This is an optimization exercise on Yosys and OpenROAD, whose aim is small area and a short achievable clock period, not a production implementation. At most, simulation tests tie the RTL to the original design; equivalence was not proved. Power is estimated from default activity; no workload was simulated.

==> job 5955 <==
## mult_man
module mult_man (
  input clk, input rstn, input data_rdy,
  input [16:0] mult1_signed, input [16:0] mult2_signed,
  output [31:0] res, output [33:0] res_signed, output res_rdy, output [32:0] res_final);
export LEC_CHECK = 0
export ABC_CLOCK_PERIOD_IN_PS = 1500
export CAP_MARGIN = 20
export CORE_MARGIN = 2
export CORE_UTILIZATION = 40
export SETUP_SLACK_MARGIN = 2.4
export SLEW_MARGIN = 20
export SYNTH_HIERARCHICAL = 1
create_clock -name core_clock -period 4.5 [get_ports {clk}]
run.sh (not shown) runs the stock make flow with config.mk's settings and CLKGATE_MAP_FILE= SYNTH_SCRIPT=/design/flow/synth_recipe.tcl, a recipe that flattens the netlist after the stock synthesis.
==> job 7115: changes against job 5955 <==
ABC_CLOCK_PERIOD_IN_PS = 2000   (was 1500)
SETUP_SLACK_MARGIN = unset   (was 2.4)
==> comparison <==
Of job 7115 and job 5955, job 5955 has the higher global-route usage (gap 0.58 points). First-iteration DRC count: job 5955 is smaller than job 7115 (35%). Non-clock buffer count: job 7115 is lower than job 5955 (57). Critical path depth is the same in job 7115 and job 5955. In job 7115 the routed wire length is smaller than in job 5955, by 5.2%. Between job 5955 and job 7115, the lower count of clock-buffer cells in the layout is in job 7115 (gap 4).
==> figures <==
	job 5955	job 7115
Run status	no timing/DRC/antenna violations	no timing/DRC/antenna violations
Internal power contribution	9.03 mW	8.47 mW
Number of global-route vias before repair	10891	10517
Unrepaired setup endpoints after global routing	true	false
Highest achievable clock rate	0.365 GHz	0.324 GHz
Met1 usage in global routing	22.7%	22.8%
Startpoint of the lowest-slack register-to-register path	p4_p_4	p4_p_1
Routed Wire Length	37100 um	35200 um
Combinational cell fraction of total power	41.9%	40.1%
Wire length of the first global-routing pass	59000 um	57500 um
VDD IR max	0.000297 V	0.000311 V
Clk_buf instances	57	53
Actual transition at the worst max-transition pin	0.812 ns	0.837 ns
TritonCTS Buffers	39	37
No functional check of the RTL was part of any run of this note.

---

==> inputs of run a <==
Another version of the RTL of mult_man (not shown whole).
==> module mult_buf, before the edit <==
module mult_buf (input a, output y);
   assign y = a;
endmodule
clock: 4.5 ns
lec_check: 0
abc_clock_period_in_ps: 2000
cap_margin: 20
core_margin: 2
core_utilization: 40
setup_slack_margin: 2.3
slew_margin: 20
synth_hierarchical: 1
tns_end_percent: 0
standard.sh (not shown) runs the stock make flow with config.mk's settings and CLKGATE_MAP_FILE= SYNTH_SCRIPT=/design/flow/synth_recipe.tcl, a recipe that flattens the netlist after the stock synthesis.
==> flow/flow/run.sh <==
#!/bin/bash
# The standard layout (standard.sh), with one change: the port buffers that buffer_ports
# inserts are sky130_fd_sc_hd__buf_2 cells (later resized as needed) instead of the delay cell
# buffer_ports picks by itself. Every input and output port still gets its buffer.
set -euo pipefail
bash standard.sh 'BUFFER_PORTS_ARGS=-buffer_cell sky130_fd_sc_hd__buf_2' finish > standard_flow.log 2>&1
==> inputs of run b, as changes to run a <==
--- a/flow/design.v
+++ b/flow/design.v
@@ -10,9 +10,6 @@
    assign s  = a ^ b;
    assign co = ~(a | b);
 endmodule
-module mult_buf (input a, output y);
-   assign y = a;
-endmodule
 module mult_inv (input a, output y);
    assign y = ~a;
 endmodule
==> flow/run.sh (new file) <==
#!/bin/bash
# synth_recipe.tcl (not shown) runs the flow's synth.tcl, then flattens the netlist and writes it again
# the make line also repeats each setting of config.mk as NAME=value (left out here)
make -C /OpenROAD-flow-scripts/flow DESIGN_CONFIG=/design/flow/config.mk WORK_HOME=/design/flow/orfs CLKGATE_MAP_FILE= SYNTH_SCRIPT=/design/flow/synth_recipe.tcl finish
Settings changed: CORE_UTILIZATION 40 to 60, PLACE_DENSITY set to 0.75, SETUP_SLACK_MARGIN 2.3 to 2.4.
removed: flow/flow/run.sh
removed: flow/standard.sh
==> inputs of run c, as changes to run a <==
--- a/flow/design.v
+++ b/flow/design.v
@@ -10,9 +10,6 @@
    assign s  = a ^ b;
    assign co = ~(a | b);
 endmodule
-module mult_buf (input a, output y);
-   assign y = a;
-endmodule
 module mult_inv (input a, output y);
    assign y = ~a;
 endmodule
==> flow/flow/run.sh (replaced) <==
#!/bin/bash
# The standard layout (standard.sh), with one change: the port buffers that buffer_ports
# inserts are sky130_fd_sc_hd__buf_4 cells (later resized as needed) instead of the delay cell
# buffer_ports picks by itself. Every input and output port still gets its buffer.
set -euo pipefail
bash standard.sh 'BUFFER_PORTS_ARGS=-buffer_cell sky130_fd_sc_hd__buf_4' finish > standard_flow.log 2>&1
Settings changed: SETUP_SLACK_MARGIN 2.3 to 2.4.
==> run summary <==
- The highest clock power belongs to run a, the lowest to run b.
- In run a the count of clock-buffer cells in the layout is lower than in run c, by 9.
- In flip-flop and latch count, run a and run b do not differ.
- Worst hold slack: run a > run b > run c.
- Synthesized area is the same in run a and run b.
==> figures <==
Total power density per cell area: run c 690 mW/mm2; run a 726 mW/mm2; run b 718 mW/mm2
Fraction of area in registers: run c 29.8%; run a 32.1%; run b 31.8%
Floorplan die width: run c 199 um; run a 199 um; run b 163 um
First-pass detailed-route iteration total: run c 7; run a 5; run b 5
Clock tree buffer count of the final layout: run c 41; run a 32; run b 35
Post-cts sizing count: run c 88; run a 77; run b 75
Ratio of final minimum period to clock period: run c 49.6%; run a 49.9%; run b 52.0%
Result of the run: run c no timing/DRC/antenna violations; run a no timing/DRC/antenna violations; run b no timing/DRC/antenna violations
Total number of multi-input combinational cells: run c 1055; run a 1055; run b 1056
Total length of routed met2 wires: run c 15300 um; run a 14000 um; run b 14600 um
Worst Hold Endpoint: run c p3_n_0; run a p3_h4_0; run b p3_h3_0
No functional check of the RTL was part of run b and run c.

==> re-timing with driven ports <==
No port has a modelled driver above. Below, the same layouts with a new extraction and two added sets of constraints.
Step 1 (the two cells are an assumption about what drives the block):
set clk [get_ports {clk}]
set_driving_cell -lib_cell sky130_fd_sc_hd__clkbuf_16 $clk
set_driving_cell -lib_cell sky130_fd_sc_hd__buf_2 [delete_from_list [all_inputs] $clk]
Step 2 also shifts input and output timing later by t, the mid clock arrival at the registers, as if the neighbouring blocks saw the same clock.
Three values: ideal ports, drivers, drivers and shift; two values: the first two.
run | t, ns | setup WS [ns] | worst setup path after step 2 | slew at the worst register clock pin (ns)
job 5955 | 0.577 | 1.762 / 1.762 / 1.762 | register to register | 0.06 / 0.06
job 7115 | 0.578 | 1.418 / 1.418 / 1.418 | register to register | 0.06 / 0.06
run a | 0.598 | 2.254 / 2.254 / 2.254 | register to register | 0.07 / 0.07
run b | 0.573 | 2.159 / 2.150 / 1.990 | input to register | 0.06 / 0.06
run c | 0.593 | 2.268 / 2.268 / 2.268 | register to register | 0.06 / 0.06
After both steps setup and hold are still met in every run listed. For run b, which loses most, drivers alone change the setup slack by -0.009 ns; drivers and shift together by -0.169 ns.
